What follows belongs to an exercise in optimizing a design on an open flow for small area and a short achievable clock period; a production flow would make more cautious choices. The RTL of this run was laid out without a check of its function.

### flow/config.mk
export PLATFORM = sky130hd
export DESIGN_NAME = Matrix_Multiplication
export DESIGN_NICKNAME = Matrix_Multiplication
export VERILOG_FILES = /design/flow/design.v
export SDC_FILE = /design/flow/constraint.sdc
export NUM_CORES = 4
export LEC_CHECK = 0
export CAP_MARGIN = 20
export CORE_MARGIN = 2
export CORE_UTILIZATION = 40
export SETUP_SLACK_MARGIN = 2.2
export SLEW_MARGIN = 20
export SYNTH_HIERARCHICAL = 1
export SYNTH_MINIMUM_KEEP_SIZE = 0
### flow/constraint.sdc
create_clock -name core_clock -period 6.5 [get_ports {clk}]
set_input_delay 1.3000 -clock core_clock [delete_from_list [all_inputs] [get_ports {clk}]]
set_output_delay 1.3000 -clock core_clock [all_outputs]
set_load 0.01 [all_outputs]
### flow/design.v
module Systolic_array (
    input clk, reset,
    input [7:0] in_na, in_nb,
    output reg [16:0] out_c
);
  wire [16:0] acc = out_c;
  wire pp1;
  assign pp1 = ~(in_na[0] | in_nb[0]);
  wire pp2;
  assign pp2 = ~(in_na[0] | in_nb[1]);
  wire pp3;
  assign pp3 = ~(in_na[0] | in_nb[2]);
  wire pp4;
  assign pp4 = ~(in_na[0] | in_nb[3]);
  wire pp5;
  assign pp5 = ~(in_na[0] | in_nb[4]);
  wire pp6;
  assign pp6 = ~(in_na[0] | in_nb[5]);
  wire pp7;
  assign pp7 = ~(in_na[0] | in_nb[6]);
  wire pp8;
  assign pp8 = ~(in_na[0] | in_nb[7]);
  wire pp9;
  assign pp9 = ~(in_na[1] | in_nb[0]);
  wire pp10;
  assign pp10 = ~(in_na[1] | in_nb[1]);
  wire pp11;
  assign pp11 = ~(in_na[1] | in_nb[2]);
  wire pp12;
  assign pp12 = ~(in_na[1] | in_nb[3]);
  wire pp13;
  assign pp13 = ~(in_na[1] | in_nb[4]);
  wire pp14;
  assign pp14 = ~(in_na[1] | in_nb[5]);
  wire pp15;
  assign pp15 = ~(in_na[1] | in_nb[6]);
  wire pp16;
  assign pp16 = ~(in_na[1] | in_nb[7]);
  wire pp17;
  assign pp17 = ~(in_na[2] | in_nb[0]);
  wire pp18;
  assign pp18 = ~(in_na[2] | in_nb[1]);
  wire pp19;
  assign pp19 = ~(in_na[2] | in_nb[2]);
  wire pp20;
  assign pp20 = ~(in_na[2] | in_nb[3]);
  wire pp21;
  assign pp21 = ~(in_na[2] | in_nb[4]);
  wire pp22;
  assign pp22 = ~(in_na[2] | in_nb[5]);
  wire pp23;
  assign pp23 = ~(in_na[2] | in_nb[6]);
  wire pp24;
  assign pp24 = ~(in_na[2] | in_nb[7]);
  wire pp25;
  assign pp25 = ~(in_na[3] | in_nb[0]);
  wire pp26;
  assign pp26 = ~(in_na[3] | in_nb[1]);
  wire pp27;
  assign pp27 = ~(in_na[3] | in_nb[2]);
  wire pp28;
  assign pp28 = ~(in_na[3] | in_nb[3]);
  wire pp29;
  assign pp29 = ~(in_na[3] | in_nb[4]);
  wire pp30;
  assign pp30 = ~(in_na[3] | in_nb[5]);
  wire pp31;
  assign pp31 = ~(in_na[3] | in_nb[6]);
  wire pp32;
  assign pp32 = ~(in_na[3] | in_nb[7]);
  wire pp33;
  assign pp33 = ~(in_na[4] | in_nb[0]);
  wire pp34;
  assign pp34 = ~(in_na[4] | in_nb[1]);
  wire pp35;
  assign pp35 = ~(in_na[4] | in_nb[2]);
  wire pp36;
  assign pp36 = ~(in_na[4] | in_nb[3]);
  wire pp37;
  assign pp37 = ~(in_na[4] | in_nb[4]);
  wire pp38;
  assign pp38 = ~(in_na[4] | in_nb[5]);
  wire pp39;
  assign pp39 = ~(in_na[4] | in_nb[6]);
  wire pp40;
  assign pp40 = ~(in_na[4] | in_nb[7]);
  wire pp41;
  assign pp41 = ~(in_na[5] | in_nb[0]);
  wire pp42;
  assign pp42 = ~(in_na[5] | in_nb[1]);
  wire pp43;
  assign pp43 = ~(in_na[5] | in_nb[2]);
  wire pp44;
  assign pp44 = ~(in_na[5] | in_nb[3]);
  wire pp45;
  assign pp45 = ~(in_na[5] | in_nb[4]);
  wire pp46;
  assign pp46 = ~(in_na[5] | in_nb[5]);
  wire pp47;
  assign pp47 = ~(in_na[5] | in_nb[6]);
  wire pp48;
  assign pp48 = ~(in_na[5] | in_nb[7]);
  wire pp49;
  assign pp49 = ~(in_na[6] | in_nb[0]);
  wire pp50;
  assign pp50 = ~(in_na[6] | in_nb[1]);
  wire pp51;
  assign pp51 = ~(in_na[6] | in_nb[2]);
  wire pp52;
  assign pp52 = ~(in_na[6] | in_nb[3]);
  wire pp53;
  assign pp53 = ~(in_na[6] | in_nb[4]);
  wire pp54;
  assign pp54 = ~(in_na[6] | in_nb[5]);
  wire pp55;
  assign pp55 = ~(in_na[6] | in_nb[6]);
  wire pp56;
  assign pp56 = ~(in_na[6] | in_nb[7]);
  wire pp57;
  assign pp57 = ~(in_na[7] | in_nb[0]);
  wire pp58;
  assign pp58 = ~(in_na[7] | in_nb[1]);
  wire pp59;
  assign pp59 = ~(in_na[7] | in_nb[2]);
  wire pp60;
  assign pp60 = ~(in_na[7] | in_nb[3]);
  wire pp61;
  assign pp61 = ~(in_na[7] | in_nb[4]);
  wire pp62;
  assign pp62 = ~(in_na[7] | in_nb[5]);
  wire pp63;
  assign pp63 = ~(in_na[7] | in_nb[6]);
  wire pp64;
  assign pp64 = ~(in_na[7] | in_nb[7]);
  wire s65;
  wire k66;
  mm_ha u66 (.a(acc[5]), .b(pp6), .s(s65), .co(k66));
  wire s67;
  wire k68;
  mm_fa u68 (.a(acc[6]), .b(pp7), .c(pp14), .s(s67), .co(k68));
  wire s69;
  wire k70;
  mm_ha u70 (.a(pp21), .b(pp28), .s(s69), .co(k70));
  wire s71;
  wire k72;
  mm_fa u72 (.a(acc[7]), .b(pp8), .c(pp15), .s(s71), .co(k72));
  wire s73;
  wire k74;
  mm_fa u74 (.a(pp22), .b(pp29), .c(pp36), .s(s73), .co(k74));
  wire s75;
  wire k76;
  mm_ha u76 (.a(pp43), .b(pp50), .s(s75), .co(k76));
  wire s77;
  wire k78;
  mm_fa u78 (.a(acc[8]), .b(pp16), .c(pp23), .s(s77), .co(k78));
  wire s79;
  wire k80;
  mm_fa u80 (.a(pp30), .b(pp37), .c(pp44), .s(s79), .co(k80));
  wire s81;
  wire k82;
  mm_ha u82 (.a(pp51), .b(pp58), .s(s81), .co(k82));
  wire s83;
  wire k84;
  mm_fa u84 (.a(acc[9]), .b(pp24), .c(pp31), .s(s83), .co(k84));
  wire s85;
  wire k86;
  mm_fa u86 (.a(pp38), .b(pp45), .c(pp52), .s(s85), .co(k86));
  wire s87;
  wire k88;
  mm_fa u88 (.a(acc[10]), .b(pp32), .c(pp39), .s(s87), .co(k88));
  wire s89;
  wire k90;
  mm_ha u90 (.a(acc[3]), .b(pp4), .s(s89), .co(k90));
  wire s91;
  wire k92;
  mm_fa u92 (.a(acc[4]), .b(pp5), .c(pp12), .s(s91), .co(k92));
  wire s93;
  wire k94;
  mm_ha u94 (.a(pp19), .b(pp26), .s(s93), .co(k94));
  wire s95;
  wire k96;
  mm_fa u96 (.a(pp13), .b(pp20), .c(pp27), .s(s95), .co(k96));
  wire s97;
  wire k98;
  mm_fa u98 (.a(pp34), .b(pp41), .c(s65), .s(s97), .co(k98));
  wire s99;
  wire k100;
  mm_fa u100 (.a(pp35), .b(pp42), .c(pp49), .s(s99), .co(k100));
  wire s101;
  wire k102;
  mm_fa u102 (.a(k66), .b(s69), .c(s67), .s(s101), .co(k102));
  wire s103;
  wire k104;
  mm_fa u104 (.a(pp57), .b(k70), .c(s75), .s(s103), .co(k104));
  wire s105;
  wire k106;
  mm_fa u106 (.a(k68), .b(s71), .c(s73), .s(s105), .co(k106));
  wire s107;
  wire k108;
  mm_fa u108 (.a(k76), .b(s81), .c(k72), .s(s107), .co(k108));
  wire s109;
  wire k110;
  mm_fa u110 (.a(k74), .b(s77), .c(s79), .s(s109), .co(k110));
  wire s111;
  wire k112;
  mm_fa u112 (.a(pp59), .b(k82), .c(k78), .s(s111), .co(k112));
  wire s113;
  wire k114;
  mm_fa u114 (.a(k80), .b(s83), .c(s85), .s(s113), .co(k114));
  wire s115;
  wire k116;
  mm_fa u116 (.a(pp46), .b(pp53), .c(pp60), .s(s115), .co(k116));
  wire s117;
  wire k118;
  mm_fa u118 (.a(k84), .b(k86), .c(s87), .s(s117), .co(k118));
  wire s119;
  wire k120;
  mm_fa u120 (.a(acc[11]), .b(pp40), .c(pp47), .s(s119), .co(k120));
  wire s121;
  wire k122;
  mm_fa u122 (.a(pp54), .b(pp61), .c(k88), .s(s121), .co(k122));
  wire s123;
  wire k124;
  mm_fa u124 (.a(acc[12]), .b(pp48), .c(pp55), .s(s123), .co(k124));
  wire s125;
  wire k126;
  mm_ha u126 (.a(acc[2]), .b(pp3), .s(s125), .co(k126));
  wire s127;
  wire k128;
  mm_fa u128 (.a(pp11), .b(pp18), .c(pp25), .s(s127), .co(k128));
  wire s129;
  wire k130;
  mm_fa u130 (.a(pp33), .b(k90), .c(s93), .s(s129), .co(k130));
  wire s131;
  wire k132;
  mm_fa u132 (.a(k94), .b(k92), .c(s95), .s(s131), .co(k132));
  wire s133;
  wire k134;
  mm_fa u134 (.a(k96), .b(s99), .c(k98), .s(s133), .co(k134));
  wire s135;
  wire k136;
  mm_fa u136 (.a(k100), .b(s103), .c(k102), .s(s135), .co(k136));
  wire s137;
  wire k138;
  mm_fa u138 (.a(k104), .b(s107), .c(k106), .s(s137), .co(k138));
  wire s139;
  wire k140;
  mm_fa u140 (.a(k108), .b(s111), .c(k110), .s(s139), .co(k140));
  wire s141;
  wire k142;
  mm_fa u142 (.a(s115), .b(k112), .c(k114), .s(s141), .co(k142));
  wire s143;
  wire k144;
  mm_fa u144 (.a(k116), .b(s119), .c(s121), .s(s143), .co(k144));
  wire s145;
  wire k146;
  mm_fa u146 (.a(pp62), .b(k120), .c(s123), .s(s145), .co(k146));
  wire s147;
  wire k148;
  mm_fa u148 (.a(acc[13]), .b(pp56), .c(pp63), .s(s147), .co(k148));
  wire s149;
  wire k150;
  mm_ha u150 (.a(acc[1]), .b(pp2), .s(s149), .co(k150));
  wire s151;
  wire k152;
  mm_fa u152 (.a(pp10), .b(pp17), .c(s125), .s(s151), .co(k152));
  wire s153;
  wire k154;
  mm_fa u154 (.a(k126), .b(s89), .c(s127), .s(s153), .co(k154));
  wire s155;
  wire k156;
  mm_fa u156 (.a(k128), .b(s91), .c(s129), .s(s155), .co(k156));
  wire s157;
  wire k158;
  mm_fa u158 (.a(k130), .b(s97), .c(s131), .s(s157), .co(k158));
  wire s159;
  wire k160;
  mm_fa u160 (.a(k132), .b(s101), .c(s133), .s(s159), .co(k160));
  wire s161;
  wire k162;
  mm_fa u162 (.a(s105), .b(k134), .c(s135), .s(s161), .co(k162));
  wire s163;
  wire k164;
  mm_fa u164 (.a(s109), .b(k136), .c(s137), .s(s163), .co(k164));
  wire s165;
  wire k166;
  mm_fa u166 (.a(s113), .b(k138), .c(s139), .s(s165), .co(k166));
  wire s167;
  wire k168;
  mm_fa u168 (.a(s117), .b(k140), .c(s141), .s(s167), .co(k168));
  wire s169;
  wire k170;
  mm_fa u170 (.a(k118), .b(k142), .c(s143), .s(s169), .co(k170));
  wire s171;
  wire k172;
  mm_fa u172 (.a(k122), .b(s145), .c(k144), .s(s171), .co(k172));
  wire s173;
  wire k174;
  mm_fa u174 (.a(k124), .b(s147), .c(k146), .s(s173), .co(k174));
  wire s175;
  wire k176;
  mm_fa u176 (.a(acc[14]), .b(pp64), .c(k148), .s(s175), .co(k176));
  wire s177;
  wire k178;
  mm_ha u178 (.a(acc[0]), .b(pp1), .s(s177), .co(k178));
  wire s179;
  wire k180;
  mm_fa u180 (.a(pp9), .b(k178), .c(s149), .s(s179), .co(k180));
  wire s181;
  wire k182;
  mm_fa u182 (.a(k150), .b(k180), .c(s151), .s(s181), .co(k182));
  wire s183;
  wire k184;
  mm_ha u184 (.a(s153), .b(k152), .s(s183), .co(k184));
  wire s185;
  wire k186;
  mm_ha u186 (.a(s155), .b(k154), .s(s185), .co(k186));
  wire s187;
  wire k188;
  mm_ha u188 (.a(s157), .b(k156), .s(s187), .co(k188));
  wire s189;
  wire k190;
  mm_ha u190 (.a(s159), .b(k158), .s(s189), .co(k190));
  wire s191;
  wire k192;
  mm_ha u192 (.a(s161), .b(k160), .s(s191), .co(k192));
  wire s193;
  wire k194;
  mm_ha u194 (.a(s163), .b(k162), .s(s193), .co(k194));
  wire s195;
  wire k196;
  mm_ha u196 (.a(s165), .b(k164), .s(s195), .co(k196));
  wire s197;
  wire k198;
  mm_ha u198 (.a(s167), .b(k166), .s(s197), .co(k198));
  wire s199;
  wire k200;
  mm_ha u200 (.a(s169), .b(k168), .s(s199), .co(k200));
  wire s201;
  wire k202;
  mm_ha u202 (.a(s171), .b(k170), .s(s201), .co(k202));
  wire s203;
  wire k204;
  mm_ha u204 (.a(s173), .b(k172), .s(s203), .co(k204));
  wire s205;
  wire k206;
  mm_ha u206 (.a(s175), .b(k174), .s(s205), .co(k206));
  wire s207;
  wire k208;
  mm_ha u208 (.a(acc[15]), .b(k176), .s(s207), .co(k208));
  wire g209;
  assign g209 = k184 | (s183 & k182);
  wire g210;
  assign g210 = k186 | (s185 & g209);
  wire p211;
  assign p211 = s185 & s183;
  wire g212;
  assign g212 = k188 | (s187 & k186);
  wire p213;
  assign p213 = s187 & s185;
  wire g214;
  assign g214 = k190 | (s189 & k188);
  wire p215;
  assign p215 = s189 & s187;
  wire g216;
  assign g216 = k192 | (s191 & k190);
  wire p217;
  assign p217 = s191 & s189;
  wire g218;
  assign g218 = k194 | (s193 & k192);
  wire p219;
  assign p219 = s193 & s191;
  wire g220;
  assign g220 = k196 | (s195 & k194);
  wire p221;
  assign p221 = s195 & s193;
  wire g222;
  assign g222 = k198 | (s197 & k196);
  wire p223;
  assign p223 = s197 & s195;
  wire g224;
  assign g224 = k200 | (s199 & k198);
  wire p225;
  assign p225 = s199 & s197;
  wire g226;
  assign g226 = k202 | (s201 & k200);
  wire p227;
  assign p227 = s201 & s199;
  wire g228;
  assign g228 = k204 | (s203 & k202);
  wire p229;
  assign p229 = s203 & s201;
  wire g230;
  assign g230 = k206 | (s205 & k204);
  wire p231;
  assign p231 = s205 & s203;
  wire g232;
  assign g232 = k208 | (s207 & k206);
  wire p233;
  assign p233 = s207 & s205;
  wire g234;
  assign g234 = 1'b0 | (acc[16] & k208);
  wire p235;
  assign p235 = acc[16] & s207;
  wire g236;
  assign g236 = g212 | (p213 & g209);
  wire p237;
  assign p237 = p213 & s183;
  wire g238;
  assign g238 = g214 | (p215 & g210);
  wire p239;
  assign p239 = p215 & p211;
  wire g240;
  assign g240 = g216 | (p217 & g212);
  wire p241;
  assign p241 = p217 & p213;
  wire g242;
  assign g242 = g218 | (p219 & g214);
  wire p243;
  assign p243 = p219 & p215;
  wire g244;
  assign g244 = g220 | (p221 & g216);
  wire p245;
  assign p245 = p221 & p217;
  wire g246;
  assign g246 = g222 | (p223 & g218);
  wire p247;
  assign p247 = p223 & p219;
  wire g248;
  assign g248 = g224 | (p225 & g220);
  wire p249;
  assign p249 = p225 & p221;
  wire g250;
  assign g250 = g226 | (p227 & g222);
  wire p251;
  assign p251 = p227 & p223;
  wire g252;
  assign g252 = g228 | (p229 & g224);
  wire p253;
  assign p253 = p229 & p225;
  wire g254;
  assign g254 = g230 | (p231 & g226);
  wire p255;
  assign p255 = p231 & p227;
  wire g256;
  assign g256 = g232 | (p233 & g228);
  wire p257;
  assign p257 = p233 & p229;
  wire g258;
  assign g258 = g234 | (p235 & g230);
  wire p259;
  assign p259 = p235 & p231;
  wire g260;
  assign g260 = g240 | (p241 & g209);
  wire p261;
  assign p261 = p241 & s183;
  wire g262;
  assign g262 = g242 | (p243 & g210);
  wire p263;
  assign p263 = p243 & p211;
  wire g264;
  assign g264 = g244 | (p245 & g236);
  wire p265;
  assign p265 = p245 & p237;
  wire g266;
  assign g266 = g246 | (p247 & g238);
  wire p267;
  assign p267 = p247 & p239;
  wire g268;
  assign g268 = g248 | (p249 & g240);
  wire p269;
  assign p269 = p249 & p241;
  wire g270;
  assign g270 = g250 | (p251 & g242);
  wire p271;
  assign p271 = p251 & p243;
  wire g272;
  assign g272 = g252 | (p253 & g244);
  wire p273;
  assign p273 = p253 & p245;
  wire g274;
  assign g274 = g254 | (p255 & g246);
  wire p275;
  assign p275 = p255 & p247;
  wire g276;
  assign g276 = g256 | (p257 & g248);
  wire p277;
  assign p277 = p257 & p249;
  wire g278;
  assign g278 = g258 | (p259 & g250);
  wire p279;
  assign p279 = p259 & p251;
  wire g280;
  assign g280 = g268 | (p269 & g209);
  wire p281;
  assign p281 = p269 & s183;
  wire g282;
  assign g282 = g270 | (p271 & g210);
  wire p283;
  assign p283 = p271 & p211;
  wire g284;
  assign g284 = g272 | (p273 & g236);
  wire p285;
  assign p285 = p273 & p237;
  wire g286;
  assign g286 = g274 | (p275 & g238);
  wire p287;
  assign p287 = p275 & p239;
  wire g288;
  assign g288 = g276 | (p277 & g260);
  wire p289;
  assign p289 = p277 & p261;
  wire g290;
  assign g290 = g278 | (p279 & g262);
  wire p291;
  assign p291 = p279 & p263;
  wire [16:0] sum = {(acc[16] ^ g288), (s207 ^ g286), (s205 ^ g284), (s203 ^ g282), (s201 ^ g280), (s199 ^ g266), (s197 ^ g264), (s195 ^ g262), (s193 ^ g260), (s191 ^ g238), (s189 ^ g236), (s187 ^ g210), (s185 ^ g209), (s183 ^ k182), s181, s179, s177};
  always @(posedge clk or posedge reset) begin
    if (reset)
      out_c <= 17'b0;
    else
      out_c <= sum;
  end
endmodule
module Systolic_array_int (
    input clk, reset,
    input [7:0] in_na, in_nb,
    output reg [16:0] out_c
);
  wire [16:0] acc = out_c;
  wire pp1;
  assign pp1 = ~(in_na[0] | in_nb[0]);
  wire pp2;
  assign pp2 = ~(in_na[0] | in_nb[1]);
  wire pp3;
  assign pp3 = ~(in_na[0] | in_nb[2]);
  wire pp4;
  assign pp4 = ~(in_na[0] | in_nb[3]);
  wire pp5;
  assign pp5 = ~(in_na[0] | in_nb[4]);
  wire pp6;
  assign pp6 = ~(in_na[0] | in_nb[5]);
  wire pp7;
  assign pp7 = ~(in_na[0] | in_nb[6]);
  wire pp8;
  assign pp8 = ~(in_na[0] | in_nb[7]);
  wire pp9;
  assign pp9 = ~(in_na[1] | in_nb[0]);
  wire pp10;
  assign pp10 = ~(in_na[1] | in_nb[1]);
  wire pp11;
  assign pp11 = ~(in_na[1] | in_nb[2]);
  wire pp12;
  assign pp12 = ~(in_na[1] | in_nb[3]);
  wire pp13;
  assign pp13 = ~(in_na[1] | in_nb[4]);
  wire pp14;
  assign pp14 = ~(in_na[1] | in_nb[5]);
  wire pp15;
  assign pp15 = ~(in_na[1] | in_nb[6]);
  wire pp16;
  assign pp16 = ~(in_na[1] | in_nb[7]);
  wire pp17;
  assign pp17 = ~(in_na[2] | in_nb[0]);
  wire pp18;
  assign pp18 = ~(in_na[2] | in_nb[1]);
  wire pp19;
  assign pp19 = ~(in_na[2] | in_nb[2]);
  wire pp20;
  assign pp20 = ~(in_na[2] | in_nb[3]);
  wire pp21;
  assign pp21 = ~(in_na[2] | in_nb[4]);
  wire pp22;
  assign pp22 = ~(in_na[2] | in_nb[5]);
  wire pp23;
  assign pp23 = ~(in_na[2] | in_nb[6]);
  wire pp24;
  assign pp24 = ~(in_na[2] | in_nb[7]);
  wire pp25;
  assign pp25 = ~(in_na[3] | in_nb[0]);
  wire pp26;
  assign pp26 = ~(in_na[3] | in_nb[1]);
  wire pp27;
  assign pp27 = ~(in_na[3] | in_nb[2]);
  wire pp28;
  assign pp28 = ~(in_na[3] | in_nb[3]);
  wire pp29;
  assign pp29 = ~(in_na[3] | in_nb[4]);
  wire pp30;
  assign pp30 = ~(in_na[3] | in_nb[5]);
  wire pp31;
  assign pp31 = ~(in_na[3] | in_nb[6]);
  wire pp32;
  assign pp32 = ~(in_na[3] | in_nb[7]);
  wire pp33;
  assign pp33 = ~(in_na[4] | in_nb[0]);
  wire pp34;
  assign pp34 = ~(in_na[4] | in_nb[1]);
  wire pp35;
  assign pp35 = ~(in_na[4] | in_nb[2]);
  wire pp36;
  assign pp36 = ~(in_na[4] | in_nb[3]);
  wire pp37;
  assign pp37 = ~(in_na[4] | in_nb[4]);
  wire pp38;
  assign pp38 = ~(in_na[4] | in_nb[5]);
  wire pp39;
  assign pp39 = ~(in_na[4] | in_nb[6]);
  wire pp40;
  assign pp40 = ~(in_na[4] | in_nb[7]);
  wire pp41;
  assign pp41 = ~(in_na[5] | in_nb[0]);
  wire pp42;
  assign pp42 = ~(in_na[5] | in_nb[1]);
  wire pp43;
  assign pp43 = ~(in_na[5] | in_nb[2]);
  wire pp44;
  assign pp44 = ~(in_na[5] | in_nb[3]);
  wire pp45;
  assign pp45 = ~(in_na[5] | in_nb[4]);
  wire pp46;
  assign pp46 = ~(in_na[5] | in_nb[5]);
  wire pp47;
  assign pp47 = ~(in_na[5] | in_nb[6]);
  wire pp48;
  assign pp48 = ~(in_na[5] | in_nb[7]);
  wire pp49;
  assign pp49 = ~(in_na[6] | in_nb[0]);
  wire pp50;
  assign pp50 = ~(in_na[6] | in_nb[1]);
  wire pp51;
  assign pp51 = ~(in_na[6] | in_nb[2]);
  wire pp52;
  assign pp52 = ~(in_na[6] | in_nb[3]);
  wire pp53;
  assign pp53 = ~(in_na[6] | in_nb[4]);
  wire pp54;
  assign pp54 = ~(in_na[6] | in_nb[5]);
  wire pp55;
  assign pp55 = ~(in_na[6] | in_nb[6]);
  wire pp56;
  assign pp56 = ~(in_na[6] | in_nb[7]);
  wire pp57;
  assign pp57 = ~(in_na[7] | in_nb[0]);
  wire pp58;
  assign pp58 = ~(in_na[7] | in_nb[1]);
  wire pp59;
  assign pp59 = ~(in_na[7] | in_nb[2]);
  wire pp60;
  assign pp60 = ~(in_na[7] | in_nb[3]);
  wire pp61;
  assign pp61 = ~(in_na[7] | in_nb[4]);
  wire pp62;
  assign pp62 = ~(in_na[7] | in_nb[5]);
  wire pp63;
  assign pp63 = ~(in_na[7] | in_nb[6]);
  wire pp64;
  assign pp64 = ~(in_na[7] | in_nb[7]);
  wire s65;
  wire k66;
  mm_ha u66 (.a(acc[5]), .b(pp6), .s(s65), .co(k66));
  wire s67;
  wire k68;
  mm_fa u68 (.a(acc[6]), .b(pp7), .c(pp14), .s(s67), .co(k68));
  wire s69;
  wire k70;
  mm_ha u70 (.a(pp21), .b(pp28), .s(s69), .co(k70));
  wire s71;
  wire k72;
  mm_fa u72 (.a(acc[7]), .b(pp8), .c(pp15), .s(s71), .co(k72));
  wire s73;
  wire k74;
  mm_fa u74 (.a(pp22), .b(pp29), .c(pp36), .s(s73), .co(k74));
  wire s75;
  wire k76;
  mm_ha u76 (.a(pp43), .b(pp50), .s(s75), .co(k76));
  wire s77;
  wire k78;
  mm_fa u78 (.a(acc[8]), .b(pp16), .c(pp23), .s(s77), .co(k78));
  wire s79;
  wire k80;
  mm_fa u80 (.a(pp30), .b(pp37), .c(pp44), .s(s79), .co(k80));
  wire s81;
  wire k82;
  mm_ha u82 (.a(pp51), .b(pp58), .s(s81), .co(k82));
  wire s83;
  wire k84;
  mm_fa u84 (.a(acc[9]), .b(pp24), .c(pp31), .s(s83), .co(k84));
  wire s85;
  wire k86;
  mm_fa u86 (.a(pp38), .b(pp45), .c(pp52), .s(s85), .co(k86));
  wire s87;
  wire k88;
  mm_fa u88 (.a(acc[10]), .b(pp32), .c(pp39), .s(s87), .co(k88));
  wire s89;
  wire k90;
  mm_ha u90 (.a(acc[3]), .b(pp4), .s(s89), .co(k90));
  wire s91;
  wire k92;
  mm_fa u92 (.a(acc[4]), .b(pp5), .c(pp12), .s(s91), .co(k92));
  wire s93;
  wire k94;
  mm_ha u94 (.a(pp19), .b(pp26), .s(s93), .co(k94));
  wire s95;
  wire k96;
  mm_fa u96 (.a(pp13), .b(pp20), .c(pp27), .s(s95), .co(k96));
  wire s97;
  wire k98;
  mm_fa u98 (.a(pp34), .b(pp41), .c(s65), .s(s97), .co(k98));
  wire s99;
  wire k100;
  mm_fa u100 (.a(pp35), .b(pp42), .c(pp49), .s(s99), .co(k100));
  wire s101;
  wire k102;
  mm_fa u102 (.a(k66), .b(s69), .c(s67), .s(s101), .co(k102));
  wire s103;
  wire k104;
  mm_fa u104 (.a(pp57), .b(k70), .c(s75), .s(s103), .co(k104));
  wire s105;
  wire k106;
  mm_fa u106 (.a(k68), .b(s71), .c(s73), .s(s105), .co(k106));
  wire s107;
  wire k108;
  mm_fa u108 (.a(k76), .b(s81), .c(k72), .s(s107), .co(k108));
  wire s109;
  wire k110;
  mm_fa u110 (.a(k74), .b(s77), .c(s79), .s(s109), .co(k110));
  wire s111;
  wire k112;
  mm_fa u112 (.a(pp59), .b(k82), .c(k78), .s(s111), .co(k112));
  wire s113;
  wire k114;
  mm_fa u114 (.a(k80), .b(s83), .c(s85), .s(s113), .co(k114));
  wire s115;
  wire k116;
  mm_fa u116 (.a(pp46), .b(pp53), .c(pp60), .s(s115), .co(k116));
  wire s117;
  wire k118;
  mm_fa u118 (.a(k84), .b(k86), .c(s87), .s(s117), .co(k118));
  wire s119;
  wire k120;
  mm_fa u120 (.a(acc[11]), .b(pp40), .c(pp47), .s(s119), .co(k120));
  wire s121;
  wire k122;
  mm_fa u122 (.a(pp54), .b(pp61), .c(k88), .s(s121), .co(k122));
  wire s123;
  wire k124;
  mm_fa u124 (.a(acc[12]), .b(pp48), .c(pp55), .s(s123), .co(k124));
  wire s125;
  wire k126;
  mm_ha u126 (.a(acc[2]), .b(pp3), .s(s125), .co(k126));
  wire s127;
  wire k128;
  mm_fa u128 (.a(pp11), .b(pp18), .c(pp25), .s(s127), .co(k128));
  wire s129;
  wire k130;
  mm_fa u130 (.a(pp33), .b(k90), .c(s93), .s(s129), .co(k130));
  wire s131;
  wire k132;
  mm_fa u132 (.a(k94), .b(k92), .c(s95), .s(s131), .co(k132));
  wire s133;
  wire k134;
  mm_fa u134 (.a(k96), .b(s99), .c(k98), .s(s133), .co(k134));
  wire s135;
  wire k136;
  mm_fa u136 (.a(k100), .b(s103), .c(k102), .s(s135), .co(k136));
  wire s137;
  wire k138;
  mm_fa u138 (.a(k104), .b(s107), .c(k106), .s(s137), .co(k138));
  wire s139;
  wire k140;
  mm_fa u140 (.a(k108), .b(s111), .c(k110), .s(s139), .co(k140));
  wire s141;
  wire k142;
  mm_fa u142 (.a(s115), .b(k112), .c(k114), .s(s141), .co(k142));
  wire s143;
  wire k144;
  mm_fa u144 (.a(k116), .b(s119), .c(s121), .s(s143), .co(k144));
  wire s145;
  wire k146;
  mm_fa u146 (.a(pp62), .b(k120), .c(s123), .s(s145), .co(k146));
  wire s147;
  wire k148;
  mm_fa u148 (.a(acc[13]), .b(pp56), .c(pp63), .s(s147), .co(k148));
  wire s149;
  wire k150;
  mm_ha u150 (.a(acc[1]), .b(pp2), .s(s149), .co(k150));
  wire s151;
  wire k152;
  mm_fa u152 (.a(pp10), .b(pp17), .c(s125), .s(s151), .co(k152));
  wire s153;
  wire k154;
  mm_fa u154 (.a(k126), .b(s89), .c(s127), .s(s153), .co(k154));
  wire s155;
  wire k156;
  mm_fa u156 (.a(k128), .b(s91), .c(s129), .s(s155), .co(k156));
  wire s157;
  wire k158;
  mm_fa u158 (.a(k130), .b(s97), .c(s131), .s(s157), .co(k158));
  wire s159;
  wire k160;
  mm_fa u160 (.a(k132), .b(s101), .c(s133), .s(s159), .co(k160));
  wire s161;
  wire k162;
  mm_fa u162 (.a(s105), .b(k134), .c(s135), .s(s161), .co(k162));
  wire s163;
  wire k164;
  mm_fa u164 (.a(s109), .b(k136), .c(s137), .s(s163), .co(k164));
  wire s165;
  wire k166;
  mm_fa u166 (.a(s113), .b(k138), .c(s139), .s(s165), .co(k166));
  wire s167;
  wire k168;
  mm_fa u168 (.a(s117), .b(k140), .c(s141), .s(s167), .co(k168));
  wire s169;
  wire k170;
  mm_fa u170 (.a(k118), .b(k142), .c(s143), .s(s169), .co(k170));
  wire s171;
  wire k172;
  mm_fa u172 (.a(k122), .b(s145), .c(k144), .s(s171), .co(k172));
  wire s173;
  wire k174;
  mm_fa u174 (.a(k124), .b(s147), .c(k146), .s(s173), .co(k174));
  wire s175;
  wire k176;
  mm_fa u176 (.a(acc[14]), .b(pp64), .c(k148), .s(s175), .co(k176));
  wire s177;
  wire k178;
  mm_ha u178 (.a(acc[0]), .b(pp1), .s(s177), .co(k178));
  wire s179;
  wire k180;
  mm_fa u180 (.a(pp9), .b(k178), .c(s149), .s(s179), .co(k180));
  wire s181;
  wire k182;
  mm_fa u182 (.a(k150), .b(k180), .c(s151), .s(s181), .co(k182));
  wire s183;
  wire k184;
  mm_fa u184 (.a(k152), .b(s153), .c(k182), .s(s183), .co(k184));
  wire s185;
  wire k186;
  mm_fa u186 (.a(k154), .b(s155), .c(k184), .s(s185), .co(k186));
  wire s187;
  wire k188;
  mm_ha u188 (.a(s157), .b(k156), .s(s187), .co(k188));
  wire s189;
  wire k190;
  mm_ha u190 (.a(s159), .b(k158), .s(s189), .co(k190));
  wire s191;
  wire k192;
  mm_ha u192 (.a(s161), .b(k160), .s(s191), .co(k192));
  wire s193;
  wire k194;
  mm_ha u194 (.a(s163), .b(k162), .s(s193), .co(k194));
  wire s195;
  wire k196;
  mm_ha u196 (.a(s165), .b(k164), .s(s195), .co(k196));
  wire s197;
  wire k198;
  mm_ha u198 (.a(s167), .b(k166), .s(s197), .co(k198));
  wire s199;
  wire k200;
  mm_ha u200 (.a(s169), .b(k168), .s(s199), .co(k200));
  wire s201;
  wire k202;
  mm_ha u202 (.a(s171), .b(k170), .s(s201), .co(k202));
  wire s203;
  wire k204;
  mm_ha u204 (.a(s173), .b(k172), .s(s203), .co(k204));
  wire s205;
  wire k206;
  mm_ha u206 (.a(s175), .b(k174), .s(s205), .co(k206));
  wire s207;
  wire k208;
  mm_ha u208 (.a(acc[15]), .b(k176), .s(s207), .co(k208));
  wire g209;
  assign g209 = k188 | (s187 & k186);
  wire g210;
  assign g210 = k190 | (s189 & g209);
  wire p211;
  assign p211 = s189 & s187;
  wire g212;
  assign g212 = k194 | (s193 & k192);
  wire p213;
  assign p213 = s193 & s191;
  wire g214;
  assign g214 = k198 | (s197 & k196);
  wire p215;
  assign p215 = s197 & s195;
  wire g216;
  assign g216 = k202 | (s201 & k200);
  wire p217;
  assign p217 = s201 & s199;
  wire g218;
  assign g218 = k206 | (s205 & k204);
  wire p219;
  assign p219 = s205 & s203;
  wire g220;
  assign g220 = 1'b0 | (acc[16] & k208);
  wire p221;
  assign p221 = acc[16] & s207;
  wire g222;
  assign g222 = k192 | (s191 & g210);
  wire p223;
  assign p223 = s191 & p211;
  wire g224;
  assign g224 = g212 | (p213 & g210);
  wire p225;
  assign p225 = p213 & p211;
  wire g226;
  assign g226 = k200 | (s199 & g214);
  wire p227;
  assign p227 = s199 & p215;
  wire g228;
  assign g228 = g216 | (p217 & g214);
  wire p229;
  assign p229 = p217 & p215;
  wire g230;
  assign g230 = k208 | (s207 & g218);
  wire p231;
  assign p231 = s207 & p219;
  wire g232;
  assign g232 = g220 | (p221 & g218);
  wire p233;
  assign p233 = p221 & p219;
  wire g234;
  assign g234 = k196 | (s195 & g224);
  wire p235;
  assign p235 = s195 & p225;
  wire g236;
  assign g236 = g214 | (p215 & g224);
  wire p237;
  assign p237 = p215 & p225;
  wire g238;
  assign g238 = g226 | (p227 & g224);
  wire p239;
  assign p239 = p227 & p225;
  wire g240;
  assign g240 = g228 | (p229 & g224);
  wire p241;
  assign p241 = p229 & p225;
  wire g242;
  assign g242 = k204 | (s203 & g240);
  wire p243;
  assign p243 = s203 & p241;
  wire g244;
  assign g244 = g218 | (p219 & g240);
  wire p245;
  assign p245 = p219 & p241;
  wire g246;
  assign g246 = g230 | (p231 & g240);
  wire p247;
  assign p247 = p231 & p241;
  wire g248;
  assign g248 = g232 | (p233 & g240);
  wire p249;
  assign p249 = p233 & p241;
  wire [16:0] sum = {(acc[16] ^ g246), (s207 ^ g244), (s205 ^ g242), (s203 ^ g240), (s201 ^ g238), (s199 ^ g236), (s197 ^ g234), (s195 ^ g224), (s193 ^ g222), (s191 ^ g210), (s189 ^ g209), (s187 ^ k186), s185, s183, s181, s179, s177};
  always @(posedge clk or posedge reset) begin
    if (reset)
      out_c <= 17'b0;
    else
      out_c <= sum;
  end
endmodule
module mm_fa (input a, b, c, output s, co);
  assign s = a ^ b ^ c;
  assign co = (a & b) | (c & (a ^ b));
endmodule
module mm_ha (input a, b, output s, co);
  assign s = a ^ b;
  assign co = a & b;
endmodule
module Matrix_Multiplication (
  input clk, reset,
  input [7:0] a1, a2, a3, a4, b1, b2, b3, b4,
  output [16:0] c1, c2, c3, c4, c5, c6, c7, c8, c9, c10, c11, c12, c13, c14, c15, c16
);
  reg [7:0] ad1_0, ad1_1, ad1_2, ad1_3, ad2_0, ad2_1, ad2_2, ad2_3, ad3_0, ad3_1, ad3_2, ad3_3;
  reg [7:0] bd1_0, bd1_1, bd1_2, bd1_3, bd2_0, bd2_1, bd2_2, bd2_3, bd3_0, bd3_1, bd3_2, bd3_3;
  wire [7:0] ad0_0 = ~a1, ad0_1 = ~a2, ad0_2 = ~a3, ad0_3 = ~a4;
  wire [7:0] bd0_0 = ~b1, bd0_1 = ~b2, bd0_2 = ~b3, bd0_3 = ~b4;
  always @(posedge clk or posedge reset) begin
    if (reset) begin
      ad1_0 <= 8'b11111111;
      ad1_1 <= 8'b11111111;
      ad1_2 <= 8'b11111111;
      ad1_3 <= 8'b11111111;
      ad2_0 <= 8'b11111111;
      ad2_1 <= 8'b11111111;
      ad2_2 <= 8'b11111111;
      ad2_3 <= 8'b11111111;
      ad3_0 <= 8'b11111111;
      ad3_1 <= 8'b11111111;
      ad3_2 <= 8'b11111111;
      ad3_3 <= 8'b11111111;
      bd1_0 <= 8'b11111111;
      bd1_1 <= 8'b11111111;
      bd1_2 <= 8'b11111111;
      bd1_3 <= 8'b11111111;
      bd2_0 <= 8'b11111111;
      bd2_1 <= 8'b11111111;
      bd2_2 <= 8'b11111111;
      bd2_3 <= 8'b11111111;
      bd3_0 <= 8'b11111111;
      bd3_1 <= 8'b11111111;
      bd3_2 <= 8'b11111111;
      bd3_3 <= 8'b11111111;
    end else begin
      ad1_0 <= ad0_0;
      ad1_1 <= ad0_1;
      ad1_2 <= ad0_2;
      ad1_3 <= ad0_3;
      ad2_0 <= ad1_0;
      ad2_1 <= ad1_1;
      ad2_2 <= ad1_2;
      ad2_3 <= ad1_3;
      ad3_0 <= ad2_0;
      ad3_1 <= ad2_1;
      ad3_2 <= ad2_2;
      ad3_3 <= ad2_3;
      bd1_0 <= bd0_0;
      bd1_1 <= bd0_1;
      bd1_2 <= bd0_2;
      bd1_3 <= bd0_3;
      bd2_0 <= bd1_0;
      bd2_1 <= bd1_1;
      bd2_2 <= bd1_2;
      bd2_3 <= bd1_3;
      bd3_0 <= bd2_0;
      bd3_1 <= bd2_1;
      bd3_2 <= bd2_2;
      bd3_3 <= bd2_3;
    end
  end
  Systolic_array B1 (.clk(clk), .reset(reset), .in_na(ad0_0), .in_nb(bd0_0), .out_c(c1));
  Systolic_array B2 (.clk(clk), .reset(reset), .in_na(ad0_1), .in_nb(bd1_0), .out_c(c2));
  Systolic_array B3 (.clk(clk), .reset(reset), .in_na(ad0_2), .in_nb(bd2_0), .out_c(c3));
  Systolic_array B4 (.clk(clk), .reset(reset), .in_na(ad0_3), .in_nb(bd3_0), .out_c(c4));
  Systolic_array B5 (.clk(clk), .reset(reset), .in_na(ad1_0), .in_nb(bd0_1), .out_c(c5));
  Systolic_array_int B6 (.clk(clk), .reset(reset), .in_na(ad1_1), .in_nb(bd1_1), .out_c(c6));
  Systolic_array_int B7 (.clk(clk), .reset(reset), .in_na(ad1_2), .in_nb(bd2_1), .out_c(c7));
  Systolic_array_int B8 (.clk(clk), .reset(reset), .in_na(ad1_3), .in_nb(bd3_1), .out_c(c8));
  Systolic_array B9 (.clk(clk), .reset(reset), .in_na(ad2_0), .in_nb(bd0_2), .out_c(c9));
  Systolic_array_int B10 (.clk(clk), .reset(reset), .in_na(ad2_1), .in_nb(bd1_2), .out_c(c10));
  Systolic_array_int B11 (.clk(clk), .reset(reset), .in_na(ad2_2), .in_nb(bd2_2), .out_c(c11));
  Systolic_array_int B12 (.clk(clk), .reset(reset), .in_na(ad2_3), .in_nb(bd3_2), .out_c(c12));
  Systolic_array B13 (.clk(clk), .reset(reset), .in_na(ad3_0), .in_nb(bd0_3), .out_c(c13));
  Systolic_array_int B14 (.clk(clk), .reset(reset), .in_na(ad3_1), .in_nb(bd1_3), .out_c(c14));
  Systolic_array_int B15 (.clk(clk), .reset(reset), .in_na(ad3_2), .in_nb(bd2_3), .out_c(c15));
  Systolic_array_int B16 (.clk(clk), .reset(reset), .in_na(ad3_3), .in_nb(bd3_3), .out_c(c16));
endmodule
### flow/flow/run.sh
#!/bin/bash
set -uo pipefail
export BUFFER_PORTS_ARGS="-buffer_cell sky130_fd_sc_hd__buf_1"
export CTS_ARGS="-sink_clustering_enable -repair_clock_nets -sink_clustering_size 24 -sink_clustering_max_diameter 150"
bash standard.sh > flow_standard.log 2>&1
### flow/standard.sh
#!/bin/bash
# synth_recipe.tcl (not shown) runs the flow's synth.tcl, then flattens the netlist and writes it again
# the make line also repeats each setting of config.mk as NAME=value (left out here)
make -C /OpenROAD-flow-scripts/flow DESIGN_CONFIG=/design/flow/config.mk WORK_HOME=/design/flow/orfs CLKGATE_MAP_FILE= SYNTH_SCRIPT=/design/flow/synth_recipe.tcl "${@:-finish}"
==> reports/qor.csv <==
metric,value,unit
status,"complete, no violations",
Max-cap violations,0,
Rows,120,
P&R area growth vs syn,14.0,%
CTS tree,built,
Synth Area in Simple Gates,0.122,
dpl hpwl,91700,um
crit path kind,flop to flop,
Longest Clk Path Bufs,3,
fin crit share,0.662,
Achievable Freq,232,MHz
cts bufs inserted,24,
CP Max Fanout,3,
clock root buffer,clkbuf_16,
PortBufs,337,
clock latency on the worst-skew pair,0.62,ns
GRT Overall Usage,0.215,
"top cells by area, synth","fa_1 38%, dfrtp_1 16%, dfstp_2 12%",
relative slew slack,0.411,
fin crit period,4.30,ns
Post-Syn Area,42900,um^2
Cell variety after synth,36,
Post-Synth XOR/XNOR Area,0.0267,
DR DRC count,0,
starting density of the core,0.402,
placed instance count,5238,
Synth top area share,0.381,
Avg Inst Size Synth,11.4,um^2
Worst EP arrival,4.84,ns
Die H,332,um
share of cells above drive strength 1,0.206,
vias in the first global route,31661,
Pre-antenna DRT Iters,5,
clock sink total,464,
syn nets,5049,
Clock transition at path regs,0.10,ns
first-pass GRT wire length,184000,um
n_diodes,0,
area fraction in compound gates after synthesis,0.0476,
Core Box Area,107000,um^2
Post-Route WL,116000,um
die area,110000,um^2
Seq cells post-synth,464,
H-tree depth,1,
routed len/inst,21.2,um
vias per cell,5.19,
Worst Path Required,7.04,ns
main combinational cell family by area after synthesis,adder cells,
Slew @ Worst Pin,0.883,ns
non-filler cells in the finished layout,5469,
sequential fraction of the synthesis area,0.276,
"area leader, netlist",fa_1,
YS warnings,9,
antenna violations before repair,6,
# setup viols final,0,
Die W,332,um
largest net degree at the start of global routing,162,
Final TNS setup,0,ns
Final Skew,0.0258,ns
fin nets,5326,
mux contribution to synthesized area,0,
DR iter-0 viols,1322,
vias,28393,
crit path launch type,flop,
Hold WC Path Type,flop to flop,
GR Overflow Total,0,
Hold Fails Final Rpt,0,
Post-Synthesis Cells,3772,
area share of fa/ha/maj cells after synthesis,0.496,
RSZ-0062 raised after global routing,true,
Slew Limit Fails,0,
remaining antenna violation count,0,
GP Congestion,0.872,
I/O pin count,338,
Crit. End Element,flop,
[placed cells by master, fill, tap and decap left out, types with 11 or more instances in the layout]
| cell type | count |
|---|---|
| clkbuf_1 | 14 |
| ha_1 | 334 |
| ha_2 | 19 |
| nor2_1 | 1006 |
| a21oi_1 | 46 |
| buf_6 | 31 |
| o21ai_0 | 18 |
| inv_12 | 13 |
| fa_2 | 86 |
| nand3_1 | 37 |
| a21oi_2 | 35 |
| nor2b_1 | 13 |
| a21o_1 | 37 |
| ha_4 | 40 |
| clkinvlp_4 | 12 |
| buf_4 | 153 |
| nor2_2 | 67 |
| or2_2 | 16 |
| a31oi_1 | 21 |
| and3_1 | 14 |
| fa_1 | 732 |
| clkbuf_16 | 26 |
| nand2_1 | 101 |
| inv_1 | 27 |
| buf_1 | 324 |
| clkbuf_2 | 12 |
| xnor2_1 | 82 |
| nor2_4 | 26 |
| xor2_1 | 49 |
| dfstp_2 | 188 |
| o211ai_1 | 23 |
| dfrtp_1 | 272 |
| inv_2 | 27 |
| nand2_2 | 11 |
| o21ai_1 | 12 |
[Yosys stat by module (local to each module, per instance)]
module	times used	flops+latches	area, um^2	cells inside
Systolic_array_int	9	17	987	135
mm_fa	818	0	20.0	1
Matrix_Multiplication	1	192	5290	257
mm_ha	334	0	12.5	1
Systolic_array	7	17	1170	164
[what timing repair did]
item / in CTS / in global routing
pin swaps: 88 / 127
cloned: 0 / 2
setup endpoints to repair: 53 / 85
hold buffers: 0 / 0
buffers inserted: 107 / 79
gates resized for setup: 92 / 153
[per-layer routing]
metal,vias up,global-route usage,part of all wire
met5,-,0,0.00055
met4,10,0.0693,0.038
met3,158,0.0465,0.061
met2,694,0.362,0.49
met1,14996,0.278,0.41
li1,12535,-,-
[cells by family (layout without fill, tap and decap cells)]
logic type,after synthesis,in the layout
adder cells (fa/ha/maj),1211,1211
flip-flops,464,464
buffers and inverters,358,652
AO/OA/AOI/OAI,286,286
AND/OR/NAND/NOR,1322,1322
XOR/XNOR,131,131
[critical path: stages (launching register included)]
cell and delay (ns):
dfstp_2 0.58, buf_6 0.11, buf_6 0.09, nor2_2 0.04
fa_1 0.58, fa_1 0.45, fa_1 0.47, ha_1 0.28
ha_2 0.16, or2_4 0.23, ha_4 0.16, o211ai_1 0.20
nand2_2 0.11, a41o_1 0.24, nand2_1 0.09, nand2_2 0.06
ha_4 0.16, nor2_2 0.09, xnor2_1 0.11
[area by class of cell]
cell class / count / area, um^2
clock buffers: 40 / 703
clock inverters: 3 / 41.3
fillers: 9766 / 57800
inverters: 81 / 502
multi-input cells: 2950 / 31200
flip-flops and latches: 464 / 11900
well taps: 1403 / 1760
repair buffers: 526 / 2850
repair inverters: 2 / 10.0
[synthesized netlist by cell type]
| library cell | number |
|---|---|
| and4_1 | 7 |
| a21oi_1 | 83 |
| o31ai_1 | 14 |
| o211ai_1 | 23 |
| dfrtp_1 | 272 |
| a21o_1 | 37 |
| o21ai_1 | 7 |
| o2111ai_1 | 7 |
| fa_1 | 818 |
| a31o_2 | 7 |
| buf_2 | 14 |
| and3_1 | 14 |
| a211o_1 | 7 |
| nand2_1 | 105 |
| a211oi_1 | 9 |
| nand2_2 | 7 |
| inv_1 | 81 |
| a41oi_1 | 9 |
| clkbuf_1 | 256 |
| xor2_1 | 49 |
| xnor2_1 | 82 |
| a41o_1 | 9 |
| a31oi_1 | 21 |
| nor3_1 | 7 |
| nand3_1 | 37 |
| or2_2 | 25 |
| a31oi_4 | 7 |
| o21bai_1 | 7 |
| o21ai_0 | 30 |
| nand4_1 | 7 |
| ha_1 | 393 |
| clkbuf_2 | 7 |
| nor2b_1 | 14 |
| a221oi_2 | 9 |
| dfstp_2 | 192 |
| nor2_1 | 1099 |
[worst paths after layout]
path,slack (ns),startpoint,cells after the start,end
hold reg to reg,0.39,bd2_3[4]$_DFF_PP1_,0,bd3_3[4]$_DFF_PP1_
min in group asynchronous,1.13,reset,3,B16.out_c[6]$_DFF_PP0_
setup / recovery,2.20,bd3_2[2]$_DFF_PP1_,18,B12.out_c[14]$_DFF_PP0_
setup reg to reg,2.20,bd3_2[2]$_DFF_PP1_,18,B12.out_c[14]$_DFF_PP0_
max in group asynchronous,4.15,reset,4,ad1_0[3]$_DFF_PP1_
hold / removal,0.39,bd2_3[4]$_DFF_PP1_,0,bd3_3[4]$_DFF_PP1_
[per-stage QoR]
step | hold slack, ns | worst slack, ns | util | cell area [um^2]
floorplan | 0.353 | 2.06 | - | 44500
global placement | 0.425 | 1.46 | 0.429 | 45800
detailed placement | 0.426 | 1.47 | 0.429 | 45800
CTS | 0.397 | 2.09 | 0.447 | 47700
global route | 0.408 | 2.04 | 0.458 | 48900
finish | 0.393 | 2.20 | 0.458 | 48900

-- re-timing with driven ports --
In the flow no input, the clock included, has a driving cell. The finished layout below was timed again as built, in two steps. Step 1: set_driving_cell puts a clkbuf_16 on clk and a buf_2 on each other input, an assumption about the parent block. Step 2 adds t to the input delays and takes it off the output delays; t is the mean of the earliest and latest rising clock arrival at the registers after step 1. Input paths then give back, and output paths get back, about the clock's delay inside the block. Three values: ideal ports, drivers, drivers and shift; two values: the first two.
t, ns: 0.683
setup WS [ns]: 2.195 / 2.195 / 1.596
worst setup path after step 2: input to register
latest minus earliest clock arrival (ns): 0.030 / 0.031
cell pins on the clock port's net: 1
After both steps setup and hold are still met in this run. For this run, drivers alone change the setup slack by 0.000 ns; drivers and shift together by -0.599 ns.
